This design comes from an exercise in tuning for small area, a short achievable clock period and few clock cycles on the open sky130 flow, not from production work.
Function was checked by simulation only, so behaviour that the tests miss may differ from the original.

==> inputs of wip/willow <==
==> flow/design.v (excerpt) <==
module fpu( clk, rst, enable, rmode, fpu_op, opa, opb, out, ready, underflow,
overflow, inexact, exception, invalid);
input		clk;
input		rst;
input		enable;
input	[1:0]	rmode;
input	[2:0]	fpu_op;
input	[63:0]	opa, opb;
output	[63:0]	out;
output		ready;
output		underflow;
output		overflow;
output		inexact;
output		exception;
output		invalid;
reg ready;
localparam NPAIR = 2;
localparam NPASS = 14;
localparam K = 2 * NPAIR * NPASS - 53;
localparam WW = 56 + K;           
localparam [3:0] S_IDLE = 4'd0, S_AS1 = 4'd1, S_AS2 = 4'd2, S_MP = 4'd3, S_MF = 4'd4,
                 S_MC = 4'd5, S_DN = 4'd6, S_DP = 4'd7, S_DC = 4'd8, S_DF = 4'd9,
                 S_DR = 4'd10, S_SLL = 4'd11, S_SLR = 4'd12, S_SF = 4'd13, S_NL = 4'd14,
                 S_DC2 = 4'd15;
reg [3:0] st;
reg [6:0] cnt;
reg en_d;
wire start = enable & !en_d & !rst;
reg [1:0] op;       
reg [1:0] rm;
reg sa, sb, az, bz, ainf, binf, anan, bnan, aq, bq, an_r, bn_r;
reg [53:0] RA;      
reg [55:0] RB;      
reg [55:0] QM;      
reg [WW-1:0] RS;    
reg [WW-1:0] RC;    
reg        cin;     
reg        bprev;   
reg [11:0] EX1;     
reg [11:0] EX2;     
reg        SNZ;     
reg        SGN;     
reg        ESUB;    
reg        FAST;    
reg [5:0]  CA, CB;  
reg [11:0] DEF4;
reg [5:0]  DUFT4;
reg        RMSB;
integer i;
wire [10:0] ea = opa[62:52];
wire [10:0] eb = opb[62:52];
wire an = |ea;
wire bn = |eb;
wire a_ge_b;
fpu_geu #(.N(63)) u_a_ge_b(.a(opa[62:0]), .b(opb[62:0]), .ge(a_ge_b));
wire sdiff = opa[63] ^ opb[63];
wire effsub = fpu_op[0] ? !sdiff : sdiff;
wire [62:0] Lop = a_ge_b ? opa[62:0] : opb[62:0];
  ...
==> flow/config.mk <==
export PLATFORM = sky130hd
export DESIGN_NAME = fpu
export DESIGN_NICKNAME = fpu
export VERILOG_FILES = /design/flow/design.v
export SDC_FILE = /design/flow/constraint.sdc
export NUM_CORES = 8
export LEC_CHECK = 0
export ABC_AREA = 1
export CAP_MARGIN = 20
export CORE_MARGIN = 2
export CORE_UTILIZATION = 50
export SETUP_SLACK_MARGIN = 3
export SLEW_MARGIN = 20
==> flow/constraint.sdc <==
create_clock -name core_clock -period 10.0 [get_ports {clk}]
set_input_delay 2.0000 -clock core_clock [delete_from_list [all_inputs] [get_ports {clk}]]
set_output_delay 2.0000 -clock core_clock [all_outputs]
set_load 0.01 [all_outputs]
run.sh (not shown) runs the stock make flow with config.mk's settings and CLKGATE_MAP_FILE= SYNTH_SCRIPT=/design/flow/synth_recipe.tcl, a recipe that flattens the netlist after the stock synthesis.
==> wip/ember: changes against wip/willow <==
--- a/flow/design.v
+++ b/flow/design.v
@@ -1,77 +1,15 @@
 `timescale 1us / 1us
 module fpu_addn(a, b, ci, s);
 parameter N = 56;
 input	[N-1:0]	a, b;
 input		ci;
 output	[N-1:0]	s;
-wire [N:0] g0 = {a & b, ci};
-wire [N:0] p0 = {a ^ b, 1'b0};
-reg [N:0] g, p, gn, pn;
-integer i, l;
-always @* begin
-	g = g0;
-	p = p0;
-	for (l = 0; (1 << l) < N + 1; l = l + 1) begin
-		gn = g;
-		pn = p;
-		for (i = 0; i < N + 1; i = i + 1)
-			if ((i >> l) & 1) begin
-				gn[i] = g[i] | (p[i] & g[((i >> l) << l) - 1]);
-				pn[i] = p[i] & p[((i >> l) << l) - 1];
-			end
-		g = gn;
-		p = pn;
-	end
-end
-assign s = p0[N:1] ^ g[N-1:0];
-endmodule
-module fpu_incn(a, s);
-parameter N = 52;
-input	[N-1:0]	a;
-output	[N-1:0]	s;
-reg [N-1:0] p, pn;
-integer i, l;
-always @* begin
-	p = a;
-	for (l = 0; (1 << l) < N; l = l + 1) begin
-		pn = p;
-		for (i = 0; i < N; i = i + 1)
-			if ((i >> l) & 1)
-				pn[i] = p[i] & p[((i >> l) << l) - 1];
-		p = pn;
-	end
-end
-assign s = a ^ {p[N-2:0], 1'b1};
-endmodule
-module fpu_geu(a, b, ge);
-parameter N = 58;
-input	[N-1:0]	a, b;
-output		ge;
-wire [N:0] g0 = {a & ~b, 1'b1};
-wire [N:0] p0 = {a ^ ~b, 1'b0};
-reg [N:0] g, p, gn, pn;
-integer i, l;
-always @* begin
-	g = g0;
-	p = p0;
-	for (l = 0; (1 << l) < N + 1; l = l + 1) begin
-		gn = g;
-		pn = p;
-		for (i = 0; i < N + 1; i = i + 1)
-			if ((i >> l) & 1) begin
-				gn[i] = g[i] | (p[i] & g[((i >> l) << l) - 1]);
-				pn[i] = p[i] & p[((i >> l) << l) - 1];
-			end
-		g = gn;
-		p = pn;
-	end
-end
-assign ge = g[N];
+assign s = a + b + ci;
 endmodule
 `timescale 1us / 1us
 module fpu_mul_pass(a, bd, s, c, cin, s_o, c_o, low);
 input	[52:0]	a;       
 input	[18:0]	bd;      
 input	[55:0]	s, c;    
 input		cin;
 output	[55:0]	s_o, c_o;
@@ -198,25 +136,25 @@
 input	[63:0]	opa, opb;
 output	[63:0]	out;
 output		ready;
 output		underflow;
 output		overflow;
 output		inexact;
 output		exception;
 output		invalid;
-reg ready;
-localparam NPAIR = 2;
-localparam NPASS = 14;
+reg [63:0] out;
+reg ready, underflow, overflow, inexact, exception, invalid;
+localparam NPAIR = 3;
+localparam NPASS = 9;
 localparam K = 2 * NPAIR * NPASS - 53;
 localparam WW = 56 + K;           
 localparam [3:0] S_IDLE = 4'd0, S_AS1 = 4'd1, S_AS2 = 4'd2, S_MP = 4'd3, S_MF = 4'd4,
                  S_MC = 4'd5, S_DN = 4'd6, S_DP = 4'd7, S_DC = 4'd8, S_DF = 4'd9,
-                 S_DR = 4'd10, S_SLL = 4'd11, S_SLR = 4'd12, S_SF = 4'd13, S_NL = 4'd14,
-                 S_DC2 = 4'd15;
+                 S_DR = 4'd10, S_SLL = 4'd11, S_SLR = 4'd12, S_SF = 4'd13;
 reg [3:0] st;
 reg [6:0] cnt;
 reg en_d;
 wire start = enable & !en_d & !rst;
 reg [1:0] op;       
 reg [1:0] rm;
 reg sa, sb, az, bz, ainf, binf, anan, bnan, aq, bq, an_r, bn_r;
 reg [53:0] RA;      
@@ -231,23 +169,23 @@
 reg        SNZ;     
 reg        SGN;     
 reg        ESUB;    
 reg        FAST;    
 reg [5:0]  CA, CB;  
 reg [11:0] DEF4;
 reg [5:0]  DUFT4;
 reg        RMSB;
+reg [11:0] XE;      
 integer i;
 wire [10:0] ea = opa[62:52];
 wire [10:0] eb = opb[62:52];
 wire an = |ea;
 wire bn = |eb;
-wire a_ge_b;
-fpu_geu #(.N(63)) u_a_ge_b(.a(opa[62:0]), .b(opb[62:0]), .ge(a_ge_b));
+wire a_ge_b = opa[62:0] >= opb[62:0];
 wire sdiff = opa[63] ^ opb[63];
 wire effsub = fpu_op[0] ? !sdiff : sdiff;
 wire [62:0] Lop = a_ge_b ? opa[62:0] : opb[62:0];
 wire [62:0] Sop = a_ge_b ? opb[62:0] : opa[62:0];
 wire [11:0] dab = {1'b0, ea} - {1'b0, eb} - (!bn & an);
 wire [11:0] dba = {1'b0, eb} - {1'b0, ea} - (!an & bn);
 wire [6:0] dab_s = (|dab[11:6]) ? 7'd64 : {1'b0, dab[5:0]};
 wire [6:0] dba_s = (|dba[11:6]) ? 7'd64 : {1'b0, dba[5:0]};
@@ -282,18 +220,25 @@
 wire [10:0] ad_e2 = as_el + as_c + (ad_m[54] & el_z);
 wire lz0 = RS[54];
 wire lz1 = !RS[54] & RS[53];
 wire lz2p = !RS[54] & !RS[53];
 wire sb_r = el_le2 | !lz2p;
 wire sb_sh1 = el_ge2 & !lz0;
 wire [55:0] sr_m = sb_sh1 ? {1'b0, RS[53:0], 1'b0} : {1'b0, RS[54:0]};
 wire [10:0] sr_e = lz0 ? as_el : ((lz1 & el_ge2) ? as_el - 11'd1 : 11'd0);
-wire nl_stop = RS[54] | ({4'd0, cnt} == as_el - 11'd1) | !(|RS[54:0]);
-wire [10:0] nl_e = RS[54] ? as_el - {4'd0, cnt} : 11'd0;
+reg [5:0] LZ;
+always @* begin
+	LZ = 6'd55;
+	for (i = 0; i < 55; i = i + 1) if (RS[i]) LZ = 6'd54 - i;
+end
+wire el_le_lz = as_el <= {5'd0, LZ};
+wire [5:0] sn_sh = el_le_lz ? as_el[5:0] - 6'd1 : LZ;
+wire [10:0] sn_e = (el_le_lz | (LZ == 6'd55)) ? 11'd0 : (as_el - LZ);
+wire [54:0] sn_m = RS[54:0] << sn_sh;
 wire [55:0] as_MR = ESUB ? sr_m : ad_m;
 wire [11:0] as_ER = {1'b0, ESUB ? sr_e : ad_e2};
 wire [55:0] mp_s, mp_c;
 wire [18:0] m_low;
 fpu_mul_pass u_mul_pass(.a(RA[52:0]), .bd({RB[17:0], bprev}), .s(RS[55:0]), .c(RC[55:0]), .cin(cin),
 	.s_o(mp_s), .c_o(mp_c), .low(m_low));
 localparam [51:0] NEG_BIAS = 52'h0 - 52'h5555555555555;
 wire [51:0] mp_x = RS[51:0] ^ RC[51:0] ^ NEG_BIAS;
@@ -305,72 +250,75 @@
 wire [11:0] mf_ER = EX1 - !m_phi[51];
 wire [WW-1:0] DK = {{(WW-54-K){1'b0}}, RA, {K{1'b0}}};
 wire [WW-1:0] dp_s, dp_c;
 wire [2*NPAIR-1:0] dp_qp, dp_qn;
 fpu_div_pass #(.WW(WW), .NPAIR(NPAIR)) u_div_pass(.ws(RS), .wc(RC), .dd(DK),
 	.ws_o(dp_s), .wc_o(dp_c), .qp(dp_qp), .qn(dp_qn));
 wire [WW-1:0] dw;
 fpu_addn #(.N(WW)) u_dw_add(.a(RS), .b(RC), .ci(1'b0), .s(dw));
+wire [WW-1:0] dd_x = RS ^ RC ^ DK;
+wire [WW-1:0] dd_y = {(RS[WW-2:0] & RC[WW-2:0]) | (RS[WW-2:0] & DK[WW-2:0]) | (RC[WW-2:0] & DK[WW-2:0]), 1'b0};
+wire [WW-1:0] dwd;
+fpu_addn #(.N(WW)) u_dwd_add(.a(dd_x), .b(dd_y), .ci(1'b0), .s(dwd));
 wire d_neg = dw[WW-1];
-wire [55:0] d_q;
-fpu_addn #(.N(56)) u_q_add(.a(RB), .b(~QM), .ci(1'b1), .s(d_q));    
-wire d_fix = d_neg & !bz;
+wire [55:0] d_q0, d_q1;
+fpu_addn #(.N(56)) u_q0_add(.a(RB), .b(~QM), .ci(1'b1), .s(d_q0));    
+fpu_addn #(.N(56)) u_q1_add(.a(RB), .b(~QM), .ci(1'b0), .s(d_q1));    
+wire [55:0] d_q = d_neg ? d_q1 : d_q0;
 wire [11:0] d_sha = an_r ? 12'd0 : {6'd0, CA - 6'd1};
 wire [11:0] d_shb = bn_r ? 12'd0 : {6'd0, CB - 6'd1};
 wire d_uf2 = d_sha > EX1;
 wire [11:0] d_uft2 = d_uf2 ? (d_sha - EX1) : 12'd0;
 wire [11:0] d_uft3 = d_uft2 + EX2;
 wire [5:0] d_uft4 = (d_uft3 > 51) ? 6'd52 : d_uft3[5:0];
 wire [11:0] d_ef3 = d_uf2 ? 12'd0 : (EX1 - d_sha);
 wire [11:0] d_ef4 = d_ef3 + d_shb;
-wire d_rmsb;    
-fpu_geu #(.N(55+K)) u_rmsb(.a(RS[54+K:0]), .b({{(K+1){1'b0}}, RA} << (K-1)), .ge(d_rmsb));
+wire d_rmsb = RS[54+K:0] >= ({{(K+1){1'b0}}, RA} << (K-1));    
 wire d_rnz = |RS[51+K:K];                            
 wire d_qmsb = RB[53];
 wire d_sel1 = d_qmsb | (DEF4 == 12'd1);
 wire [11:0] d_ef5 = d_qmsb ? DEF4 : (DEF4 - (DEF4 != 0));
 wire [55:0] df_MR = {1'b0, |d_ef5, d_sel1 ? RB[52:1] : RB[51:0], d_sel1 ? RB[0] : d_rmsb,
                      d_sel1 ? (d_rmsb | d_rnz) : d_rnz};
 wire [11:0] df_ER = az ? 12'd0 : d_ef5;
 wire [55:0] sm_MR = {1'b0, RS[51:0], RB[53:52], |RB[51:0]};
 wire [55:0] sd_MR = {1'b0, 1'b0, RB[53:2], RB[1], RB[0] | RMSB | |RS[52:0]};
 wire [55:0] sf_MR = op[0] ? sd_MR : sm_MR;
-wire [11:0] sf_ER = op[0] ? 12'd0 : ((az | bz) ? 12'd0 : EX2);
+wire [11:0] sf_ER = op[0] ? 12'd0 : ((az | bz) ? 12'd0 : XE);
 reg [55:0] MR;
 reg [11:0] ER;
 always @* begin
 	case (st)
 	S_AS2: begin MR = as_MR; ER = as_ER; end
 	S_MF:  begin MR = mf_MR; ER = mf_ER; end
 	S_DF:  begin MR = df_MR; ER = df_ER; end
-	S_NL:  begin MR = {1'b0, RS[54:0]}; ER = {1'b0, nl_e}; end
 	default: begin MR = sf_MR; ER = sf_ER; end
 	endcase
 end
-wire seln = ESUB & !sb_r;
+wire seln = (st == S_AS2) & ESUB & !sb_r;
 wire SR = SGN;
 wire rn = rm == 2'b00, rz = rm == 2'b01, rp = rm == 2'b10, rmi = rm == 2'b11;
 wire rtrig = (rn & MR[1]) | (rp & !SR & |MR[1:0]) | (rmi & SR & |MR[1:0]);
 wire rovf = &MR[54:2];
 wire [51:0] minc;
-fpu_incn #(.N(52)) u_round_inc(.a(MR[53:2]), .s(minc));
+fpu_addn #(.N(52)) u_round_inc(.a(MR[53:2]), .b(52'd0), .ci(1'b1), .s(minc));
 wire [51:0] frac_r = rtrig ? minc : MR[53:2];
 wire rup = rtrig & rovf;                  
 wire [11:0] ER1 = ER + 12'd1;
 wire [11:0] efin_r = rup ? ER1 : ER;
 wire fz_r = rtrig ? (&MR[53:2]) : !(|MR[53:2]);
 wire ez_r = rup ? (ER[10:0] == 11'h7ff) : (ER[10:0] == 11'd0);
 wire eb_r = rup ? (ER >= 12'd2046) : (ER > 12'd2046);
-wire [51:0] frac = frac_r;
-wire [11:0] efinal = efin_r;
+wire [51:0] frac = seln ? sn_m[53:2] : frac_r;
+wire [11:0] efinal = seln ? {1'b0, sn_e} : efin_r;
 wire [63:0] round_out = {SR, efinal[10:0], frac};
-wire e_big = eb_r;
-wire mr_ix = |MR[1:0];
-wire in_et_zero = fz_r & ez_r;
+wire e_big = seln ? 1'b0 : eb_r;
+wire mr_ix = seln ? 1'b0 : |MR[1:0];
+wire in_et_zero = seln ? ((sn_e == 11'd0) & !(|sn_m[53:2])) : (fz_r & ez_r);
 wire f_add = op == 2'd0, f_sub = op == 2'd1, f_mul = op == 2'd2, f_div = op == 2'd3;
 wire opa_SNaN = anan & !aq;
 wire opb_SNaN = bnan & !bq;
 wire opa_pos_inf = !sa & ainf;
 wire opb_pos_inf = !sb & binf;
 wire opa_neg_inf = sa & ainf;
 wire opb_neg_inf = sb & binf;
 wire NaN_input = anan | bnan;
@@ -401,17 +349,17 @@
 wire NaN_out_trigger = NaN_input | invalid_trigger;
 wire SNaN_trigger = invalid_trigger & !SNaN_input;
 wire [62:0] NaN_output_0 = anan ? {11'h7ff, 1'b1, opa[50:0]} : {11'h7ff, 1'b1, opb[50:0]};
 wire [62:0] NaN_output = SNaN_trigger ? {11'h7ff, 2'b01, opa[49:0]} : NaN_output_0;
 wire [62:0] out_inf = inf_round_down_trigger ? {11'h7fe, {52{1'b1}}} : {11'h7ff, 52'b0};
 wire [63:0] out_0 = underflow_trigger ? {SR, 63'b0} : round_out;
 wire [63:0] out_1 = out_inf_trigger ? {SR, out_inf} : out_0;
 wire [63:0] out_2 = NaN_out_trigger ? {SR, NaN_output} : out_1;
-wire finish = ((st == S_AS2) & !seln) | (st == S_MF) | (st == S_DF) | (st == S_SF) | ((st == S_NL) & nl_stop);
+wire finish = (st == S_AS2) | (st == S_MF) | (st == S_DF) | (st == S_SF);
 wire sl_stop = RS[51] | (cnt == 7'd53) | ({5'd0, cnt} == EX1);
 wire sl_gtps = (RS[51] | (cnt == 7'd53)) & ({5'd0, cnt} != EX1);
 always @(posedge clk) begin
 	if (rst) en_d <= 1'b0;
 	else en_d <= enable;
 end
 always @(posedge clk) begin
 	if (rst) begin
@@ -422,34 +370,39 @@
 		case (fpu_op[1:0])
 		2'd0, 2'd1: st <= S_AS1;
 		2'd2: st <= S_MP;
 		default: st <= (an & bn) ? S_DP : S_DN;
 		endcase
 	end else begin
 		case (st)
 		S_AS1: st <= S_AS2;
-		S_AS2: st <= seln ? S_NL : S_IDLE;
-		S_NL: if (nl_stop) st <= S_IDLE;
 		S_MP: if (cnt == 7'd2) st <= FAST ? S_MF : S_MC;
 		S_MC: st <= SNZ ? S_SLL : S_SLR;
 		S_DN: if ((RS[52] | CA == 6'd53) & (RA[52] | CB == 6'd53)) st <= S_DP;
 		S_DP: if (cnt == NPASS - 1) st <= S_DC;
-		S_DC: st <= d_fix ? S_DC2 : (DEF4 == 12'd0) ? S_DR : S_DF;
-		S_DC2: st <= (DEF4 == 12'd0) ? S_DR : S_DF;
+		S_DC: st <= (DEF4 == 12'd0) ? S_DR : S_DF;
 		S_DR: st <= S_SLR;
 		S_SLL: if (sl_stop) st <= sl_gtps ? S_SF : S_SLR;
 		S_SLR: if (cnt == 7'd0) st <= S_SF;
 		default: st <= S_IDLE;
 		endcase
 		if (finish) ready <= 1'b1;
 	end
 end
-assign out = {QM[63-WW:0], RC};
-assign {underflow, overflow, inexact, exception, invalid} = QM[68-WW:64-WW];
+always @(posedge clk) begin
+	if (finish) begin
+		out <= out_2;
+		underflow <= underflow_trigger;
+		overflow <= overflow_trigger;
+		inexact <= inexact_trigger;
+		exception <= except_trigger;
+		invalid <= invalid_trigger;
+	end
+end
 always @(posedge clk) begin
 	if (start) begin
 		op <= fpu_op[1:0];
 		rm <= rmode;
 		sa <= opa[63];
 		sb <= opb[63];
 		az <= !(|opa[62:0]);
 		bz <= !(|opb[62:0]);
@@ -497,38 +450,32 @@
 			SGN <= sdiff;
 		end
 		endcase
 	end else begin
 		case (st)
 		S_AS1: begin
 			RS[55:0] <= as_R;
 		end
-		S_NL: begin
-			if (!nl_stop) begin
-				RS[54:0] <= {RS[53:0], 1'b0};
-				cnt <= cnt + 7'd1;
-			end
-		end
 		S_MP: begin
 			RS <= {{(WW-56){1'b0}}, mp_s};
 			RC <= {{(WW-56){1'b0}}, mp_c};
 			cin <= m_low[18];
 			RB[53:0] <= {m_low[17:0], RB[53:18]};
 			bprev <= RB[17];
 			cnt <= cnt + 7'd1;
 		end
 		S_MC: begin
 			RS[51:0] <= m_phi;
-			EX2 <= 12'd0;
+			XE <= 12'd0;
 			cnt <= SNZ ? 7'd0 : EX2[6:0];
 		end
 		S_SLL: begin
 			if (sl_stop) begin
-				EX2 <= sl_gtps ? EX1 - cnt : 12'd0;
+				XE <= sl_gtps ? EX1 - cnt : 12'd0;
 				cnt <= 7'd1;
 			end else begin
 				RS[51:0] <= {RS[50:0], RB[53]};
 				RB[53:0] <= {RB[52:0], 1'b0};
 				cnt <= cnt + 7'd1;
 			end
 		end
 		S_SLR: begin
@@ -555,38 +502,27 @@
 			end
 		end
 		S_DP: begin
 			RB <= {RB[55-2*NPAIR:0], dp_qp};
 			QM <= {QM[55-2*NPAIR:0], dp_qn};
 			cnt <= cnt + 7'd1;
 		end
 		S_DC: begin
-			RS <= bz ? {WW{1'b0}} : dw;
-			RC <= d_fix ? DK : {WW{1'b0}};
+			RS <= bz ? {WW{1'b0}} : (d_neg ? dwd : dw);
 			RB <= bz ? {56{1'b1}} : d_q;
-			QM <= {55'd0, d_fix};
-		end
-		S_DC2: begin
-			RS <= dw;
-			RB <= d_q;
 		end
 		S_DR: begin
 			RMSB <= d_rmsb;
 			RS[52:0] <= {RS[51+K:K], 1'b0};
 			cnt <= {1'b0, DUFT4};
 		end
 		default: ;
 		endcase
 	end
-	if (!start && finish) begin
-		RC <= out_2[WW-1:0];
-		QM[68-WW:0] <= {underflow_trigger, overflow_trigger, inexact_trigger, except_trigger,
-		                invalid_trigger, out_2[63:WW]};
-	end
 	if (!start && st == S_DP) begin
 		RS <= dp_s;
 		RC <= dp_c;
 	end
 end
 always @(posedge clk) begin
 	DEF4 <= d_ef4;
 	DUFT4 <= d_uft4;
==> flow/config.mk (replaced) <==
export PLATFORM = sky130hd
export DESIGN_NAME = fpu
export DESIGN_NICKNAME = fpu
export VERILOG_FILES = /design/flow/design.v
export SDC_FILE = /design/flow/constraint.sdc
export NUM_CORES = 8
export LEC_CHECK = 0
export ABC_AREA = 1
export CAP_MARGIN = 20
export CORE_MARGIN = 2
export CORE_UTILIZATION = 70
export SETUP_SLACK_MARGIN = 4
export SLEW_MARGIN = 20
==> summary of the runs <==
wip/ember died in 5_1_grt with GRT-0116. wip/willow passed the timing, DRC and antenna checks. In wip/willow the synthesized cell count is smaller than in wip/ember, by about 11%. In wip/willow the area after synthesis is smaller than in wip/ember, by about 14%.
Testbench counts of wip/willow, summed over its fixed seeds: cycles 54,165.
Testbench counts of wip/ember, summed over its fixed seeds: cycles 47,007.

[static timing again, ports no longer ideal]
Ports are ideal in the flow. The routed layout listed here was re-timed in OpenROAD. Step 1 sets driving cells, clkbuf_16 on the clock port and buf_2 on the other inputs (assumed; they add their load-dependent delay and slew). Step 2, shift: input delay + t, output delay - t, t = (earliest + latest rising clock arrival at the registers) / 2. This alone moves slack from input paths to output paths. Three values: ideal, step 1, step 2; two values: the first two.
run: wip/willow
t (ns): 0.744
setup slack, ns: 2.872 / 2.872 / 2.340
hold slack, ns: 0.474 / 0.474 / 0.474
clock arrival spread, ns: 0.049 / 0.049
cell pins on the clock port's net: 1
After both steps wip/willow still meets setup and hold. For wip/willow, drivers alone change the setup slack by 0.000 ns; drivers and shift together by -0.532 ns.
